Source: an optimization exercise on an open RTL-to-GDS flow (aim: small area). Production flows keep margins and buffers that such runs may drop.
The RTL was checked by simulation tests, not by an equivalence proof against the original design.
Power and IR drop assume default switching activity.

Design top_uart, start of the top module:
module top_uart (
    input wire clk,
    input wire reset,
    input wire rx,  
    output wire tx,  
    output wire rx_done_tick,  
    output wire tx_done_tick,  
    output wire fifo_full,  
    output wire fifo_empty  
);
Size in the first run: about 330 cells after synthesis, ~8 I/O pins, ~4900 µm² of cells after synthesis.
Settings: LEC_CHECK=0, CAP_MARGIN=20, CORE_MARGIN=2, CORE_UTILIZATION=65, SLEW_MARGIN=20; clock period 10.0 ns.
standard.sh (not shown) runs the stock make flow with config.mk's settings and CLKGATE_MAP_FILE= SYNTH_SCRIPT=/design/flow/synth_recipe.tcl, a recipe that flattens the netlist after the stock synthesis.
==> flow/flow/run.sh <==
#!/bin/bash
# Standard ORFS layout, with smaller port buffers and a clock tree without dummy loads.
set -euo pipefail
bash standard.sh \
  "BUFFER_PORTS_ARGS=-buffer_cell sky130_fd_sc_hd__buf_1" \
  "CTS_ARGS=-sink_clustering_enable -repair_clock_nets -root_buf sky130_fd_sc_hd__clkbuf_8 -buf_list {sky130_fd_sc_hd__clkbuf_4 sky130_fd_sc_hd__clkbuf_8} -dont_use_dummy_load" \
  finish > make_finish.log 2>&1
The starting point produced a clean layout.
Then changed:
==> flow/run.sh (new file) <==
#!/bin/bash
# synth_recipe.tcl (not shown) runs the flow's synth.tcl, then flattens the netlist and writes it again
# the make line also repeats each setting of config.mk as NAME=value (left out here)
make -C /OpenROAD-flow-scripts/flow DESIGN_CONFIG=/design/flow/config.mk WORK_HOME=/design/flow/orfs CLKGATE_MAP_FILE= SYNTH_SCRIPT=/design/flow/synth_recipe.tcl finish
CORE_UTILIZATION = 40   (was 65)
CTS_BUF_LIST = sky130_fd_sc_hd__clkbuf_8   (was unset)
CTS_CLUSTER_DIAMETER = 200   (was unset)
CTS_CLUSTER_SIZE = 40   (was unset)
removed: flow/flow/run.sh
removed: flow/standard.sh
Outcome: The new run passed the timing, design-rule and antenna checks; utilization decreases by 26 points; synthesized cell count stays the same; critical path depth decreases by 1; maximum frequency goes down by 8.6%; area after synthesis does not change; die area went up by 59%; routed wire length came out lower by 3.0%.
Then changed:
==> flow/flow/run.sh (new file) <==
#!/bin/bash
# Standard ORFS layout, with smaller port buffers and a clock tree without dummy loads.
set -euo pipefail
bash standard.sh \
  "BUFFER_PORTS_ARGS=-buffer_cell sky130_fd_sc_hd__buf_1" \
  "CTS_ARGS=-sink_clustering_enable -repair_clock_nets -buf_list sky130_fd_sc_hd__clkbuf_8 -dont_use_dummy_load" \
  finish > make_finish.log 2>&1
==> flow/standard.sh (new file) <==
#!/bin/bash
# synth_recipe.tcl (not shown) runs the flow's synth.tcl, then flattens the netlist and writes it again
# the make line also repeats each setting of config.mk as NAME=value (left out here)
make -C /OpenROAD-flow-scripts/flow DESIGN_CONFIG=/design/flow/config.mk WORK_HOME=/design/flow/orfs CLKGATE_MAP_FILE= SYNTH_SCRIPT=/design/flow/synth_recipe.tcl "${@:-finish}"
CTS_BUF_LIST = unset   (was sky130_fd_sc_hd__clkbuf_8)
CTS_CLUSTER_DIAMETER = unset   (was 200)
CTS_CLUSTER_SIZE = unset   (was 40)
removed: flow/run.sh
Result:
- The changed run produced a clean layout
- worst hold slack gets worse by 12 ps
- clock-buffer cell count is lower by 2
- fmax is higher by 10%
- worst setup slack gets better by 400 ps
- power is lower by 14%
- routed wire length is about the same
- critical path depth is unchanged

========
top_uart again, from the RTL that the note above started with.
Settings: LEC_CHECK=0, CAP_MARGIN=20, CORE_MARGIN=2, CORE_UTILIZATION=40, SLEW_MARGIN=20; clock period 10.0 ns.
run.sh (not shown) runs the stock make flow with config.mk's settings and CLKGATE_MAP_FILE= SYNTH_SCRIPT=/design/flow/synth_recipe.tcl, a recipe that flattens the netlist after the stock synthesis.
Stock flow here: none of the scripts above is used.
Next try:
==> flow/flow/run.sh (new file) <==
#!/bin/bash
# Standard ORFS layout, with smaller port buffers and a clock tree without dummy loads.
set -euo pipefail
bash standard.sh \
  "BUFFER_PORTS_ARGS=-buffer_cell sky130_fd_sc_hd__buf_1" \
  "CTS_ARGS=-sink_clustering_enable -repair_clock_nets -buf_list sky130_fd_sc_hd__clkbuf_8 -dont_use_dummy_load -sink_clustering_size 30 -sink_clustering_max_diameter 150 -sink_buffer_max_cap_derate 1.0" \
  finish > make_finish.log 2>&1
==> flow/standard.sh (new file) <==
#!/bin/bash
# synth_recipe.tcl (not shown) runs the flow's synth.tcl, then flattens the netlist and writes it again
# the make line also repeats each setting of config.mk as NAME=value (left out here)
make -C /OpenROAD-flow-scripts/flow DESIGN_CONFIG=/design/flow/config.mk WORK_HOME=/design/flow/orfs CLKGATE_MAP_FILE= SYNTH_SCRIPT=/design/flow/synth_recipe.tcl "${@:-finish}"
removed: flow/run.sh
Result: First-iteration DRC count rose by about a fifth. Cell count fell by a few percent. Area after synthesis is unchanged. Die area is unchanged. Cell area fell by a little under a tenth. Via count fell by a few percent. Routed wire length fell slightly. Critical path depth is unchanged. Sequential power hardly moves. Setup slack improves by 0.36 ns.

[afterwards: timing with drivers on the ports]
No port has a modelled driver above. Below, the same layouts with a new extraction and two added sets of constraints.
Step 1, drivers: a clkbuf_16 drives clk and a buf_2 each remaining input, both assumed.
Step 2 also shifts input and output timing later by t, the mid clock arrival at the registers, as if the neighbouring blocks saw the same clock.
Slacks: ideal ports / drivers / drivers and shift; pairs: ideal ports / drivers.
| run | t (ns) | slack for setup (ns) | worst hold slack (ns) | worst slew at a driven data input, ns | pins driven straight from the clock port |
|---|---|---|---|---|---|
| the first run of note 1 | 0.445 | 6.009 / 5.980 / 6.425 | 0.293 / 0.293 / 0.293 | 0.03 | 1 |
| the second run of note 1 | 0.466 | 5.634 / 5.604 / 6.070 | 0.325 / 0.325 / 0.325 | 0.03 | 1 |
| the third run of note 1 | 0.447 | 6.029 / 5.998 / 6.445 | 0.313 / 0.313 / 0.313 | 0.03 | 1 |
| the first run of note 2 | 0.449 | 5.665 / 5.628 / 6.077 | 0.322 / 0.322 / 0.322 | 0.03 | 1 |
| the second run of note 2 | 0.447 | 6.029 / 5.998 / 6.445 | 0.313 / 0.313 / 0.313 | 0.03 | 1 |
After both steps every run listed still meets setup and hold.
